This design comes from an exercise in tuning for small area, a short achievable clock period and few clock cycles on the open sky130 flow, not from production work.
The RTL was checked by simulation tests, not by an equivalence proof against the original design.

==> flow/design.v (outline; a module is shown in full before it is edited, if it fits) <==
// module geofence: 56 lines
// module cross_pair: 1095 lines
module geofence (clk, reset, X, Y, valid, is_inside);
  // ...
==> flow/flow/run.sh <==
#!/bin/bash
# Standard ORFS layout, with one extra step between synthesis and floorplan:
# flow/polfix.py rewrites the synthesized netlist (same registers, same
# function) to drop the inverters between full adders and to turn half
# adders with an unused output into plain gates.
set -euo pipefail
bash standard.sh synth > synth.log 2>&1
R=orfs/results/${FLOW_PLATFORM}/geofence/base
cp $R/1_2_yosys.v 1_2_yosys.orig.v
python3 flow/polfix.py $R/1_2_yosys.v > polfix.log 2>&1
bash standard.sh finish > finish.log 2>&1
==> flow/flow/polfix.py <==
#!/usr/bin/env python3
"""Clean up a Yosys gate netlist (sky130hd) without changing its function
or its registers:
  * a half adder whose SUM (COUT) drives nothing becomes an and2 (xor2);
  * full adders are self-dual (inverting all three inputs inverts both
    outputs), so each full adder may be flipped; the flips are chosen by
    local search to need as few inverters as possible, and the inverters
    are then rebuilt, one per net that needs its inverse.
usage: polfix.py netlist.v  (rewritten in place)"""
import re, sys

path = sys.argv[1]
txt = open(path).read()
m = re.search(r'\n\s*sky130_fd_sc_hd__', txt)
head, body = txt[:m.start() + 1], txt[m.start() + 1:]
end = body.rindex('endmodule')
tail = body[end:]
body = body[:end]
cell_re = re.compile(r'\s*(sky130_fd_sc_hd__\w+)\s+(\\\S+ |\S+)\s*\((.*?)\);\s*', re.S)
pin_re = re.compile(r'\.(\w+)\(\s*((?:\\\S+ )|[^()\s]+)\s*\)')
cells = []
pos = 0
while pos < len(body):
    mm = cell_re.match(body, pos)
    if not mm:
        raise SystemExit(f"cannot parse near: {body[pos:pos+200]!r}")
    typ, name, pins = mm.group(1), mm.group(2), mm.group(3)
    cells.append({"type": typ, "name": name, "pins": {p: n.strip() if not n.startswith('\\') else n
                                                      for p, n in pin_re.findall(pins)}})
    pos = mm.end()

ports = set()
mh = re.search(r'module\s+\w+\s*\((.*?)\);', head, re.S)
for p in mh.group(1).split(','):
    ports.add(p.strip())
def is_port(n):
    base = n.split('[')[0].strip()
    return base in ports

OUTS = {"X", "Y", "Q", "Q_N", "SUM", "COUT", "HI", "LO"}
def norm(n):
    return n.strip()

def loads_of():
    ld = {}
    for i, c in enumerate(cells):
        for p, n in c["pins"].items():
            if p not in OUTS:
                ld.setdefault(norm(n), []).append((i, p))
    return ld

# 1. half adders with one output unused
ld = loads_of()
nha = 0
for c in cells:
    if re.fullmatch(r'sky130_fd_sc_hd__ha_\d', c["type"]):
        s, co = c["pins"].get("SUM"), c["pins"].get("COUT")
        if s is not None and norm(s) not in ld and not is_port(s):
            c["type"] = "sky130_fd_sc_hd__and2_1"
            c["pins"] = {"A": c["pins"]["A"], "B": c["pins"]["B"], "X": co}
            nha += 1
        elif co is not None and norm(co) not in ld and not is_port(co):
            c["type"] = "sky130_fd_sc_hd__xor2_1"
            c["pins"] = {"A": c["pins"]["A"], "B": c["pins"]["B"], "X": s}
            nha += 1

# 2. polarity: full adders may be flipped (self-dual); 2-input AND-family
# gates may flip inputs and/or output (De Morgan, cell swap); XOR-family
# gates absorb input inversions and may flip their output for free.
drv = {}
for i, c in enumerate(cells):
    for p, n in c["pins"].items():
        if p in OUTS:
            drv[norm(n)] = (i, p)
ld = loads_of()
isinv = lambda c: re.fullmatch(r'sky130_fd_sc_hd__inv_\d+', c["type"]) is not None
isfa = lambda c: re.fullmatch(r'sky130_fd_sc_hd__fa_\d+', c["type"]) is not None
ANDF = {"sky130_fd_sc_hd__and2_1": (0, 0), "sky130_fd_sc_hd__nand2_1": (0, 1),
        "sky130_fd_sc_hd__nor2_1": (1, 0), "sky130_fd_sc_hd__or2_1": (1, 1)}
ANDF_BY = {v: k for k, v in ANDF.items()}
XORF = {"sky130_fd_sc_hd__xor2_1": 0, "sky130_fd_sc_hd__xnor2_1": 1}
INV_AREA = 3.7536
OUTPIN = {"sky130_fd_sc_hd__and2_1": "X", "sky130_fd_sc_hd__or2_1": "X", "sky130_fd_sc_hd__xor2_1": "X",
          "sky130_fd_sc_hd__nand2_1": "Y", "sky130_fd_sc_hd__nor2_1": "Y", "sky130_fd_sc_hd__xnor2_1": "Y"}
def andf_area(i1, o1):
    return 3.7536 if (i1 ^ o1) else 6.256
removable = set()
for i, c in enumerate(cells):
    if isinv(c) and not is_port(c["pins"]["A"]) and not is_port(c["pins"]["Y"]):
        removable.add(i)
def resolve(n):
    n = norm(n); pol = 0
    seen = 0
    while n in drv and drv[n][0] in removable:
        n = norm(cells[drv[n][0]]["pins"]["A"]); pol ^= 1
        seen += 1
        if seen > 100: raise SystemExit("inverter loop")
    return n, pol
kind = {}
for i, c in enumerate(cells):
    if i in removable: continue
    if isfa(c): kind[i] = "fa"
    elif c["type"] in ANDF and set(c["pins"]) in ({"A", "B", "X"}, {"A", "B", "Y"}): kind[i] = "and"
    elif c["type"] in XORF and set(c["pins"]) in ({"A", "B", "X"}, {"A", "B", "Y"}): kind[i] = "xor"
fi = {i: 0 for i in kind}
fo = {i: 0 for i in kind}
reqs = []     # (cell, pin, root, pol)
for i, c in enumerate(cells):
    if i in removable: continue
    for p, n in c["pins"].items():
        if p in OUTS: continue
        r, pol = resolve(n)
        reqs.append((i, p, r, pol))
before_inv = len(removable)
by_root = {}
for k, (i, p, r, pol) in enumerate(reqs):
    by_root.setdefault(r, []).append(k)
def root_phys(r):
    d = drv.get(r)
    if d and d[0] in fo: return fo[d[0]]
    return 0
def mismatch(k):
    i, p, r, pol = reqs[k]
    return pol ^ fi.get(i, 0) ^ root_phys(r)
def need(k):
    if kind.get(reqs[k][0]) == "xor": return 0
    return mismatch(k)
def root_cost(r):
    return INV_AREA if any(need(k) for k in by_root.get(r, [])) else 0.0
def cell_cost(i):
    if kind.get(i) == "and":
        i0, o0 = ANDF[cells[i]["type"]]
        return andf_area(i0 ^ fi[i], o0 ^ fo[i])
    return 0.0
touch = {}
for i in kind:
    rs = set()
    for p, n in cells[i]["pins"].items():
        if p in OUTS: rs.add(norm(n))
        else: rs.add(resolve(n)[0])
    touch[i] = rs
var_ids = list(kind)
def total():
    return sum(root_cost(r) for r in by_root) + sum(cell_cost(i) for i in kind)
cost0 = total()
import random, math
rng = random.Random(1)
def move(i, which):
    if kind[i] == "fa":
        fi[i] ^= 1; fo[i] ^= 1
    elif kind[i] == "and":
        if which == 0: fi[i] ^= 1
        elif which == 1: fo[i] ^= 1
        else: fi[i] ^= 1; fo[i] ^= 1
    else:
        fo[i] ^= 1
def local(i):
    return sum(root_cost(r) for r in touch[i]) + cell_cost(i)
cur = cost0; best = cur
best_state = (dict(fi), dict(fo))
steps = 300000
for st in range(steps):
    T = max(0.05, 4.0 * (1 - st / steps))
    i = var_ids[rng.randrange(len(var_ids))]
    w = rng.randrange(3)
    b = local(i)
    move(i, w)
    a = local(i)
    d = a - b
    if d <= 0 or rng.random() < math.exp(-d / T):
        cur += d
        if cur < best - 1e-9:
            best = cur; best_state = (dict(fi), dict(fo))
    else:
        move(i, w)
fi.update(best_state[0]); fo.update(best_state[1])
cost1 = total()
# rebuild
newcells = [c for i, c in enumerate(cells) if i not in removable]
idx_map = {}
j = 0
for i in range(len(cells)):
    if i not in removable:
        idx_map[i] = j; j += 1
invnet = {}
extra_wires = []
for r, ks in by_root.items():
    if any(need(k) for k in ks):
        nn = f"polfix_n{len(invnet)}"
        invnet[r] = nn
        extra_wires.append(nn)
        newcells.append({"type": "sky130_fd_sc_hd__inv_1", "name": f"polfix_inv{len(invnet)}",
                         "pins": {"A": r, "Y": nn}})
xpar = {}
for k, (i, p, r, pol) in enumerate(reqs):
    c = newcells[idx_map[i]]
    if kind.get(i) == "xor":
        c["pins"][p] = r
        xpar[i] = xpar.get(i, 0) ^ mismatch(k)
    else:
        c["pins"][p] = invnet[r] if need(k) else r
nswap = 0
for i, kd in kind.items():
    c = newcells[idx_map[i]]
    if kd == "and":
        i0, o0 = ANDF[c["type"]]
        t = ANDF_BY[(i0 ^ fi[i], o0 ^ fo[i])]
    elif kd == "xor":
        t0 = XORF[c["type"]]
        t1 = t0 ^ fo[i] ^ xpar.get(i, 0)
        t = "sky130_fd_sc_hd__xnor2_1" if t1 else "sky130_fd_sc_hd__xor2_1"
    else:
        continue
    if t != c["type"]:
        nswap += 1
        onet = c["pins"].get("X", c["pins"].get("Y"))
        c["pins"] = {"A": c["pins"]["A"], "B": c["pins"]["B"],
                     OUTPIN[t]: onet}
        c["type"] = t
total0 = cost0; total1 = cost1
# nets that were only inverter outputs and now float are simply unused wires
def esc(n):
    n = n.strip()
    return n + " " if n.startswith("\\") else n
out = [head.rstrip('\n')]
for w in extra_wires:
    out.append(f"  wire {w};")
for c in newcells:
    pins = ",\n".join(f"    .{p}({esc(n)})" for p, n in c["pins"].items())
    out.append(f"  {c['type']} {c['name']} (\n{pins}\n  );")
out.append(tail)
open(path, "w").write("\n".join(out))
print(f"polfix: {nha} half adders reduced, {before_inv} inverters removed, {len(invnet)} rebuilt, "
      f"{nswap} gates swapped, polarity cost {total0:.1f} -> {total1:.1f} um2")
==> flow/standard.sh <==
#!/bin/bash
# synth_recipe.tcl (not shown) runs the flow's synth.tcl, then flattens the netlist and writes it again
# the make line also repeats each setting of config.mk as NAME=value (left out here)
make -C /OpenROAD-flow-scripts/flow DESIGN_CONFIG=/design/flow/config.mk WORK_HOME=/design/flow/orfs CLKGATE_MAP_FILE= SYNTH_SCRIPT=/design/flow/synth_recipe.tcl "${@:-finish}"
==> flow/config.mk <==
export PLATFORM = sky130hd
export DESIGN_NAME = geofence
export DESIGN_NICKNAME = geofence
export VERILOG_FILES = /design/flow/design.v
export SDC_FILE = /design/flow/constraint.sdc
export NUM_CORES = 4
export LEC_CHECK = 0
export ABC_AREA = 1
export CAP_MARGIN = 20
export CORE_MARGIN = 2
export CORE_UTILIZATION = 40
export PLACE_DENSITY = 0.6
export SETUP_SLACK_MARGIN = 4
export SLEW_MARGIN = 20
==> flow/constraint.sdc <==
create_clock -name core_clock -period 10.0 [get_ports {clk}]
set_input_delay 2.0000 -clock core_clock [delete_from_list [all_inputs] [get_ports {clk}]]
set_output_delay 2.0000 -clock core_clock [all_outputs]
set_load 0.01 [all_outputs]
==> flow_summary.toml, run 1 <==
[grt]
use_met1 = 0.380

[placement]
port_buffers = 23
placed_cells = 2124
pre_cts_ws_ns = 2.82

[sta]
fin_crit_ns = 5.84
setup_ws_ns = 4.16

[clock_network]
clk_path_buf_depth = 2
clockRootBuffer = "clkbuf_16"
clk_pin_slew_ns = 0.09

[drt]
met1_length_mm = 21.1
wirelength_mm = 54.1
wl_per_cell_um = 25.0

[worst_setup_path]
cp_cell_sequence = "inv_1, nand2_1, o221ai_1, fa_1, fa_1, fa_1, fa_1, fa_1, or2_1, nand2_1, clkinv_1, nand3_1, nand2_1, a21oi_2, nand2_1, nand2_1, nand2_1, xor2_2, nand2_2, and2_4"
reg2regPathDepth = 20
cp-endpoint = "RX[2]$_DFFE_PP_"

[cells_and_area]
final_core_util = 0.438
final-clk-cell-share = 0.0185
final_design_area_no_fill_sq_mm = 0.0160
multi_input_area_share = 0.665
layout-drive-gt1-share = 0.0760

[synth]
avgSynthCellArea_sq_um = 8.56
synth.net_count = 2031

[run_status]
status = "timing/DRC/antenna clean"

[worst_hold_path]
min_from = "deg$_SDFFE_PP1P_"
Testbench counts, summed over its fixed seeds: cycles 28,800.
==> module geofence, before the edit <==
module geofence (clk, reset, X, Y, valid, is_inside);
input               clk;
input               reset;
input       [9:0]   X;
input       [9:0]   Y;
output  reg         valid;
output  reg         is_inside;
reg     [3:0]   cnt;         
reg     [9:0]   PX, PY;
reg signed [10:0] VX, VY;    
reg signed [11:0] VD;        
reg signed [10:0] LX, LY, RX, RY;
reg             deg;         
wire signed [10:0] dx = {1'b0, X} - {1'b0, PX};
wire signed [10:0] dy = {1'b0, Y} - {1'b0, PY};
wire signed [11:0] dd = {1'b0, PX} - {1'b0, X} + {1'b0, Y} - {1'b0, PY};
wire a_neg, a_le, b_neg, b_le;
cross_pair u_ab (.lx(LX), .ly(LY), .rx(RX), .ry(RY), .vx(VX), .vy(VY), .d(VD),
                 .a_neg(a_neg), .a_le(a_le), .b_neg(b_neg), .b_le(b_le));
wire a_pos = ~a_le;
wire b_pos = ~b_le;
wire v_zero = ~(|VX) & ~(|VY);
wire opp = (|LX) ? (VX[10] ^ LX[10]) : (VY[10] ^ LY[10]);
wire first = (cnt == 4'd2);
wire step  = (cnt >= 4'd2) && (cnt <= 4'd7);
wire cov_now = v_zero | (~a_pos & ~b_pos & (~deg | opp));
always @(posedge clk or posedge reset) begin
    if (reset) begin
        cnt   <= 4'd0;
        valid <= 1'b0;
    end else begin
        cnt   <= (cnt == 4'd8) ? 4'd0 : cnt + 4'd1;
        valid <= (cnt == 4'd7);
    end
end
always @(posedge clk) begin
    if (cnt == 4'd0) begin
        PX <= X;
        PY <= Y;
    end
    VX <= dx;
    VY <= dy;
    VD <= dd;
    if (first) begin
        LX <= VX; LY <= VY;
        RX <= VX; RY <= VY;
        deg <= 1'b1;
        is_inside <= v_zero;
    end else if (step) begin
        if (a_neg) begin LX <= VX; LY <= VY; end
        if (b_neg) begin RX <= VX; RY <= VY; end
        if (a_neg | b_neg) deg <= 1'b0;
        is_inside <= is_inside | cov_now;
    end
end
endmodule
==> inputs of run 2 (changes only) <==
--- a/flow/design.v
+++ b/flow/design.v
@@ -13,7 +13,7 @@
 reg             deg;         
 wire signed [10:0] dx = {1'b0, X} - {1'b0, PX};
 wire signed [10:0] dy = {1'b0, Y} - {1'b0, PY};
-wire signed [11:0] dd = {1'b0, PX} - {1'b0, X} + {1'b0, Y} - {1'b0, PY};
+wire signed [11:0] dd = {dy[10], dy} - {dx[10], dx};
 wire a_neg, a_le, b_neg, b_le;
 cross_pair u_ab (.lx(LX), .ly(LY), .rx(RX), .ry(RY), .vx(VX), .vy(VY), .d(VD),
                  .a_neg(a_neg), .a_le(a_le), .b_neg(b_neg), .b_le(b_le));
==> flow_summary.toml, run 2 <==
[clock_network]
cts_buffers = 9
insertion_delay_ns = 0.36
clk_pin_slew_ns = 0.08
htreeDepth = 3
clk_path_buf_depth = 2
cts_tree = "yes"
clockRootBuffer = "clkbuf_16"
postCtsHoldBufs = 0
cts_sinks = 105

[cells_and_area]
largest_reg_flops = 12
layout-drive-gt1-share = 0.0656
final_cell_mix = "336 x nand2_1, 251 x inv_1, 203 x fa_1, 168 x o221ai_1, 95 x a21oi_1"
syn2layout_area_growth_pct = 7.92
regMostFlops = "VD"
nets = 1926
final_core_util = 0.441
finalNonFillerCells = 2087
antenna_cells = 0
final_design_area_no_fill_sq_mm = 0.0153
layout.cells.most_common = "nand2_1"

[worst_setup_path]
required_ns = 10.05
r2r-end = "RX[2]$_DFFE_PP_"
critPathMaxFanout = 19
slowest_stage = "fa_1"
path_class = "flop to flop"
critPathCaptureType = "flop"
arrival_ns = 5.91
crit_top_cell = "nand2_1"
crit_path_start = "VX[5]$_DFF_P_"
reg2regPathDepth = 24
rrSetupSlack_ns = 4.14
cp-start-kind = "flop"
critPathMaxStageDelay_ns = 0.57
cp_cell_sequence = "buf_4, inv_1, o22ai_1, a31oi_1, fa_1, inv_1, fa_1, fa_1, fa_1, fa_1, inv_1, nand2_1, nand3_1, o21ai_0, nand2_1, nand2_1, a21oi_1, nand2_1, nand2_1, nand2_1, nand2_1, nand2_1, nand2_1, and2_4"
cp-endpoint = "RX[2]$_DFFE_PP_"
r2r_start = "VX[5]$_DFF_P_"

[drt]
wirelength_mm = 49.7
first_pass_iters = 7
antenna_left = 0
drtIter0Drc = 1560
vias_per_cell = 6.20
wl_per_cell_um = 23.8
dr_total_vias = 12900
remaining_drc_errors = 0

[synth]
avgSynthCellArea_sq_um = 8.54
syn_area_sq_mm = 0.0142
ys_warn_count = 1
synth.net_count = 1958
syn_inst = 1659

[worst_hold_path]
hold_class = "flop to flop"

[run_status]
status = "timing/DRC/antenna clean"

[grt]
grt_pass1_vias = 12900
grt_pass1_wl_mm = 76.7
track_usage = 0.277
grt_max_degree = 24
grt_overflow = 0
antenna_found_initial = 0

[die]
core-area_sq_mm = 0.0347
die_area_sq_mm = 0.0370
die_h_um = 192
ioPinCount = 24
row_count = 68
die_w_um = 192
floorplan.initialDensity = 0.408

[sta]
slew_violations = 0
setup_ws_ns = 4.14
clock.fmax_mhz = 171
worstMarginPinSlew_ns = 0.944
setup_viol = 0
fin_tns_setup_ns = 0
clock_skew_ns = 0.0116
hold_violations = 0
fin_hold_ws_ns = 0.451
fin_crit_sh = 0.586
timing.max_slew.rel_slack = 0.370
fin_crit_ns = 5.86
rsz0062_at_grt = "false"

[placement]
placed_cells = 2055
port_buffers = 23
hpwl_mm = 36.4
gp_congestion = 1.01
pre_cts_ws_ns = 3.39
placed_area_sq_mm = 0.0148

[run]
maxCapViolCount = 0
[run 2: changes by cell type in the layout (fill, tap and decap cells not counted), sizes merged, moves of 5 or more]
| cell | before | now |
|---|---|---|
| a21oi | 105 | 95 |
| fa | 213 | 203 |
| o21ai | 46 | 37 |
| and2 | 19 | 11 |
| xor2 | 24 | 16 |
| nor2 | 59 | 53 |
| buf | 48 | 43 |
| nand2 | 336 | 341 |
[run 2: timing repair]
item | CTS | global route
endpoints found under the setup margin | 45 | 45
setup buffers | 3 | 12
gates cloned | 0 | 1
gates resized for setup | 12 | 40
[run 2: metal layers]
metal	share of wire	wire (um)	global-route usage
met4	0.055	2720	0.127
met2	0.44	21700	0.418
met5	0	0	0
met3	0.12	6180	0.0742
met1	0.38	19100	0.371
[run 2: how the worst min path moves through the flow]
stage	startpoint	to	slack, ns	depth (start not counted)
2_1_floorplan	deg$_SDFFE_PP1P_	deg$_SDFFE_PP1P_	0.42	2
3_3_place_gp	deg$_SDFFE_PP1P_	deg$_SDFFE_PP1P_	0.44	2
3_5_place_dp	deg$_SDFFE_PP1P_	deg$_SDFFE_PP1P_	0.44	2
4_1_cts	deg$_SDFFE_PP1P_	deg$_SDFFE_PP1P_	0.45	2
5_1_grt	deg$_SDFFE_PP1P_	deg$_SDFFE_PP1P_	0.47	2
6_report	deg$_SDFFE_PP1P_	deg$_SDFFE_PP1P_	0.45	2
[run 2: worst max-delay path: cells and delay by family (launching register included)]
family,cells,cell delay [ns]
AOI/OAI and AO/OA,4,0.76
adders and majority gates,5,2.40
and+or+nand+nor,11,1.25
buffers and inverters,4,0.82
DFF,1,0.32
[run 2: area by class of cell]
cell class	count	area [sq um]
clock buffer	10	229
clock inverter	6	61.3
fill	3382	19400
inverter	265	1010
multi-input combinational	1180	10100
sequential	105	2800
tap	455	569
timing repair buffer	66	553
Testbench counts of run 2, summed over its fixed seeds: cycles 28,800.
==> inputs of run 3 (changes only) <==
--- a/flow/config.mk
+++ b/flow/config.mk
@@ -10,5 +10,5 @@
 export CORE_MARGIN = 2
 export CORE_UTILIZATION = 40
 export PLACE_DENSITY = 0.6
-export SETUP_SLACK_MARGIN = 4
+export SETUP_SLACK_MARGIN = 5
 export SLEW_MARGIN = 20
==> flow_summary.toml, run 3 <==
[sta]
clock.fmax_mhz = 189
slew_violations = 0
rsz0062_at_grt = "true"
fin_crit_sh = 0.528
timing.max_slew.rel_slack = 0.378
clock_skew_ns = 0.0185
hold_violations = 0
fin_crit_ns = 5.28
setup_viol = 0
fin_tns_setup_ns = 0
worstMarginPinSlew_ns = 0.932
setup_ws_ns = 4.72

[clock_network]
postCtsHoldBufs = 0
clk_path_buf_depth = 2
insertion_delay_ns = 0.38
clockRootBuffer = "clkbuf_16"
cts_tree = "yes"
htreeDepth = 3
cts_sinks = 105
cts_buffers = 9
clk_pin_slew_ns = 0.08

[run]
maxCapViolCount = 0

[synth]
syn_inst = 1659
syn_area_sq_mm = 0.0142
ys_warn_count = 1
synth.net_count = 1958
avgSynthCellArea_sq_um = 8.54

[grt]
grt_pass1_wl_mm = 86.3
grt_max_degree = 24
grt_pass1_vias = 14300
antenna_found_initial = 0
grt_overflow = 0
track_usage = 0.317

[worst_setup_path]
arrival_ns = 5.34
critPathCaptureType = "flop"
critPathMaxFanout = 6
crit_family = "adder cells"
r2r_start = "RX[3]$_DFFE_PP_"
rrSetupSlack_ns = 4.72
cp-start-kind = "flop"
r2r-end = "RX[6]$_DFFE_PP_"
crit_top_cell = "fa_2"
slowest_stage = "fa_2"
cp_num_buf_inv = 2
path_class = "flop to flop"
required_ns = 10.06
reg2regPathDepth = 19
critPathMaxStageDelay_ns = 0.62
cp_cell_sequence = "nor2_4, inv_2, o22ai_1, o21bai_4, fa_2, fa_2, fa_1, fa_2, fa_2, o21ai_2, buf_4, nor3_4, nand2_1, nand2_2, nand2_2, nand3_2, nand2_2, nand2_4, and2_4"

[cells_and_area]
layout-drive-gt1-share = 0.296
largest_reg_flops = 12
final_cell_mix = "287 x nand2_1, 205 x inv_1, 187 x buf_4, 149 x fa_1, 146 x o221ai_1"
multi_input_area_sq_mm = 0.0112
layout.cells.most_common = "nand2_1"
regMostFlops = "VD"
nets = 2113
antenna_cells = 0
seq_area_sq_mm = 0.00282
n_fill_cell = 3188
syn2layout_area_growth_pct = 29.0

[placement]
port_buffers = 23
pre_cts_ws_ns = 3.32
gp_congestion = 0.974
hpwl_mm = 37.5

[run_status]
status = "timing/DRC/antenna clean"

[die]
core-area_sq_mm = 0.0347
die_area_sq_mm = 0.0370
floorplan.initialDensity = 0.408
die_h_um = 192
ioPinCount = 24
row_count = 68
die_w_um = 192

[drt]
first_pass_iters = 10
vias_per_cell = 6.31
wirelength_mm = 58.1
wl_per_cell_um = 25.5
drtIter0Drc = 2102
dr_total_vias = 14300
remaining_drc_errors = 0
antenna_left = 0

[worst_hold_path]
min_from = "cnt[0]$_DFF_PP0_"
hold_class = "flop to flop"
holdPathStages = 1
min_to = "cnt[0]$_DFF_PP0_"
-- run 3: through the flow --
stage	instance area, sq um	std cells	hold slack [ns]	util
after floorplan	14200	1659	0.419	-
after global placement	14800	2058	0.439	0.427
after detailed placement	14800	2058	0.448	0.427
after CTS	17600	2235	0.459	0.506
after global routing	18300	2274	0.487	0.527
final	18300	2274	0.469	0.527
-- run 3: worst max path at each step --
stage | start | slack (ns) | cells past startpoint | endpoint
finish | RX[3]$_DFFE_PP_ | 4.72 | 19 | RX[6]$_DFFE_PP_
global route | RX[3]$_DFFE_PP_ | 4.65 | 19 | RY[10]$_DFFE_PP_
CTS | RY[0]$_DFFE_PP_ | 4.88 | 21 | RY[10]$_DFFE_PP_
detailed placement | VY[10]$_DFF_P_ | 3.32 | 21 | RY[5]$_DFFE_PP_
global placement | VY[10]$_DFF_P_ | 3.33 | 20 | RX[5]$_DFFE_PP_
floorplan | VX[7]$_DFF_P_ | 5.00 | 20 | RX[0]$_DFFE_PP_
-- run 3: routing by layer --
layer,GRT usage,vias to the layer above,wire (um)
li1,-,6007,-
met2,0.473,1223,24700
met5,0,-,0
met3,0.100,315,8210
met1,0.405,6795,21100
met4,0.183,0,4040
-- run 3: worst reg2reg max path: cells and delay by family (launching register included) --
family                   cells  cell delay [ns]
flip-flops                   1             0.48
buffers and inverters        2             0.23
adder cells (fa/ha/maj)      5             2.51
AO/OA/AOI/OAI                3             0.48
AND/OR/NAND/NOR              9             1.28
-- run 3: layout make-up --
cell class	instances	area share
Multi-Input combinational cell	1185	0.612
Inverter	265	0.0610
Timing Repair Buffer	248	0.125
Sequential cell	105	0.154
Clock inverter	6	0.00370
Clock buffer	10	0.0131
Tap cell	455	0.0311
-- run 3: repair_timing --
item / in CTS / in global routing
setup buffers: 152 / 39
gates resized for setup: 324 / 97
endpoints found under the setup margin: 46 / 47
pin swaps: 87 / 69
gates cloned: 9 / 0
==> inputs of run 4 (changes only) <==
==> flow/run.sh (new file) <==
#!/bin/bash
# synth_recipe.tcl (not shown) runs the flow's synth.tcl, then flattens the netlist and writes it again
# the make line also repeats each setting of config.mk as NAME=value (left out here)
make -C /OpenROAD-flow-scripts/flow DESIGN_CONFIG=/design/flow/config.mk WORK_HOME=/design/flow/orfs CLKGATE_MAP_FILE= SYNTH_SCRIPT=/design/flow/synth_recipe.tcl finish
--- a/flow/config.mk
+++ b/flow/config.mk
@@ -10,5 +10,5 @@
 export CORE_MARGIN = 2
 export CORE_UTILIZATION = 40
 export PLACE_DENSITY = 0.6
-export SETUP_SLACK_MARGIN = 5
+export SETUP_SLACK_MARGIN = 4
 export SLEW_MARGIN = 20
removed: flow/flow/run.sh
removed: flow/flow/polfix.py
removed: flow/standard.sh
==> flow_summary.toml, run 4 <==
[cells_and_area]
antenna_cells = 0
layout-drive-gt1-share = 0.104
final_design_area_no_fill_sq_mm = 0.0165
final_cell_mix = "402 x inv_1, 326 x nand2_1, 203 x fa_1, 168 x o221ai_1, 94 x a21oi_1"
syn2layout_area_growth_pct = 11.6
largest_reg_flops = 12
final_core_util = 0.452
layout.cells.most_common = "inv_1"
n_fill_cell = 3612
regMostFlops = "VD"
nets = 2141

[drt]
vias_per_cell = 5.90
remaining_drc_errors = 0
wl_per_cell_um = 23.4
wirelength_mm = 54.1
drtIter0Drc = 1448
first_pass_iters = 7
antenna_left = 0
dr_total_vias = 13700

[sta]
timing.max_slew.rel_slack = 0.371
fin_tns_setup_ns = 0
clock_skew_ns = 0.0160
worstMarginPinSlew_ns = 0.943
setup_viol = 0
setup_ws_ns = 4.27
clock.fmax_mhz = 174
slew_violations = 0
fin_crit_sh = 0.573
hold_violations = 0
rsz0062_at_grt = "false"
fin_crit_ns = 5.73

[grt]
grt_pass1_vias = 13800
grt_pass1_wl_mm = 82.3
grt_max_degree = 24
antenna_found_initial = 0
grt_overflow = 0
track_usage = 0.286

[synth]
syn_area_sq_mm = 0.0148
muxShareOfSynthArea = 0
synth_compound_area_frac = 0.194
synth_commonest_cells = "416 x inv_1, 340 x nand2_1, 203 x fa_1"
synth_xor_area_frac = 0.0176
yosys-top-cells-area = "fa_1 28%, edfxtp_1 13%, inv_1 11%, o221ai_1 10%, nand2_1 8.6%"
synthAdderAreaFrac = 0.340
async_reset_ff_frac = 0.0476
synth_edf_count = 65
syn_inst = 1821
synth_flop_cell = "edfxtp_1"
yosysTopAreaCell = "fa_1"
synth_top_family_by_area = "adder cells"
ys_ff_latch = 105
yosysMostFrequentCell = "inv_1"
ys_warn_count = 1
synth-seq-area-share = 0.188
synth_top_area_frac = 0.275
synthSimpleGateAreaFrac = 0.123
synth.net_count = 2122
ys_types = 33
avgSynthCellArea_sq_um = 8.10

[clock_network]
clk_path_buf_depth = 2
cts_buffers = 9
insertion_delay_ns = 0.37
htreeDepth = 3
postCtsHoldBufs = 0
cts_sinks = 105
clk_pin_slew_ns = 0.09
cts_tree = "yes"
clockRootBuffer = "clkbuf_16"

[worst_setup_path]
critPathCaptureType = "flop"
rrSetupSlack_ns = 4.27
critPathMaxStageDelay_ns = 0.58
required_ns = 10.08
cp_cell_sequence = "inv_1, a31oi_2, fa_1, fa_1, inv_1, fa_1, fa_1, fa_1, nand2_1, nand3_1, o21ai_0, nand2_1, nand2_1, a21oi_2, nand2_1, nand2_1, nand2_1, nand2_1, nand2_1, nand2_1, nand2_4, clkinvlp_4, buf_4"
critPathMaxFanout = 12
cp_num_buf_inv = 4
crit_top_cell = "nand2_1"
arrival_ns = 5.82
path_class = "flop to flop"
crit_family = "adder cells"
cp-start-kind = "flop"
slowest_stage = "dfxtp_2"

[placement]
port_buffers = 23
placed_area_sq_mm = 0.0154
hpwl_mm = 39.2
gp_congestion = 0.970
pre_cts_ws_ns = 2.92

[run]
maxCapViolCount = 0

[die]
floorplan.initialDensity = 0.405
die_area_sq_mm = 0.0384
die_h_um = 196
row_count = 70
ioPinCount = 24
die_w_um = 196
core-area_sq_mm = 0.0364

[run_status]
status = "timing/DRC/antenna clean"

[worst_hold_path]
hold_class = "flop to flop"
## run 4: final timing paths
kind | startpoint | end | cells after the start
setup / recovery | VD[11]$_DFF_P_ | RX[0]$_DFFE_PP_ | 23
hold / removal | cnt[3]$_DFF_PP0_ | valid$_DFF_PP0_ | 1
setup reg to reg | VD[11]$_DFF_P_ | RX[0]$_DFFE_PP_ | 23
hold reg to reg | cnt[3]$_DFF_PP0_ | valid$_DFF_PP0_ | 1
max in group asynchronous | reset | cnt[0]$_DFF_PP0_ | 2
min in group asynchronous | reset | cnt[3]$_DFF_PP0_ | 2
## run 4: cell type report
| type | instances | area, sq um | share of cell area |
|---|---|---|---|
| Sequential cell | 105 | 2800 | 0.170 |
| Timing Repair inverter | 2 | 15.0 | 0.000912 |
| Clock inverter | 6 | 57.6 | 0.00350 |
| Inverter | 427 | 1650 | 0.100 |
| Multi-Input combinational cell | 1180 | 10200 | 0.618 |
| Clock buffer | 10 | 229 | 0.0139 |
| Tap cell | 468 | 586 | 0.0356 |
| Timing Repair Buffer | 115 | 948 | 0.0576 |
## run 4: repair_timing
| item | 4_1_cts | 5_1_grt |
|---|---|---|
| setup endpoints to repair | 46 | 45 |
| pin swaps | 0 | 6 |
| gates resized for setup | 27 | 75 |
| gates cloned | 1 | 2 |
| buffers inserted | 7 | 53 |
## run 4: per-layer routing
metal	vias up	track usage	routed length, um
met5	-	0	0
met4	0	0.125	2560
met2	795	0.450	24100
li1	6038	-	-
met3	146	0.0743	5710
met1	6671	0.373	21700
## run 4: cell families (layout without fill, tap and decap cells)
| kind of cell | count (synthesis) | in the layout |
|---|---|---|
| compound gates | 412 | 412 |
| xor+xnor | 28 | 28 |
| fa+ha+maj | 279 | 279 |
| buf+inv | 537 | 560 |
| flops | 105 | 105 |
| simple gates | 460 | 461 |
## run 4: stage by stage
step / instances / hold WS (ns)
after global placement: 2234 / 0.476
final: 2313 / 0.481
after global routing: 2313 / 0.526
after CTS: 2258 / 0.491
after detailed placement: 2234 / 0.478
after floorplan: 1821 / 0.419

==> re-timing with driven ports <==
The results above use ideal ports. As a check the final layouts listed here were re-extracted and re-timed, cells and wires unchanged.
Step 1 (the two cells are an assumption about what drives the block):
set clk [get_ports {clk}]
set_driving_cell -lib_cell sky130_fd_sc_hd__clkbuf_16 $clk
set_driving_cell -lib_cell sky130_fd_sc_hd__buf_2 [delete_from_list [all_inputs] $clk]
Step 2 adds t to the input delays and takes it off the output delays; t is the mean of the earliest and latest rising clock arrival at the registers after step 1. Input paths then give back, and output paths get back, about the clock's delay inside the block.
a / b / c = ideal ports / drivers / drivers and shift; a / b = the first two.
run	shift t [ns]	setup WS [ns]	hold WS [ns]	slew at the worst register clock pin (ns)
run 1	0.413	4.157 / 4.157 / 4.156	0.497 / 0.497 / 0.497	0.09 / 0.09
run 2	0.392	4.143 / 4.143 / 4.143	0.451 / 0.451 / 0.451	0.08 / 0.08
run 3	0.413	4.720 / 4.720 / 4.720	0.469 / 0.469 / 0.469	0.09 / 0.09
run 4	0.414	4.268 / 4.268 / 4.268	0.481 / 0.481 / 0.481	0.09 / 0.09
After both steps setup and hold are still met in every run listed. For run 1, which loses most, drivers alone change the setup slack by 0.000 ns; drivers and shift together by -0.001 ns.
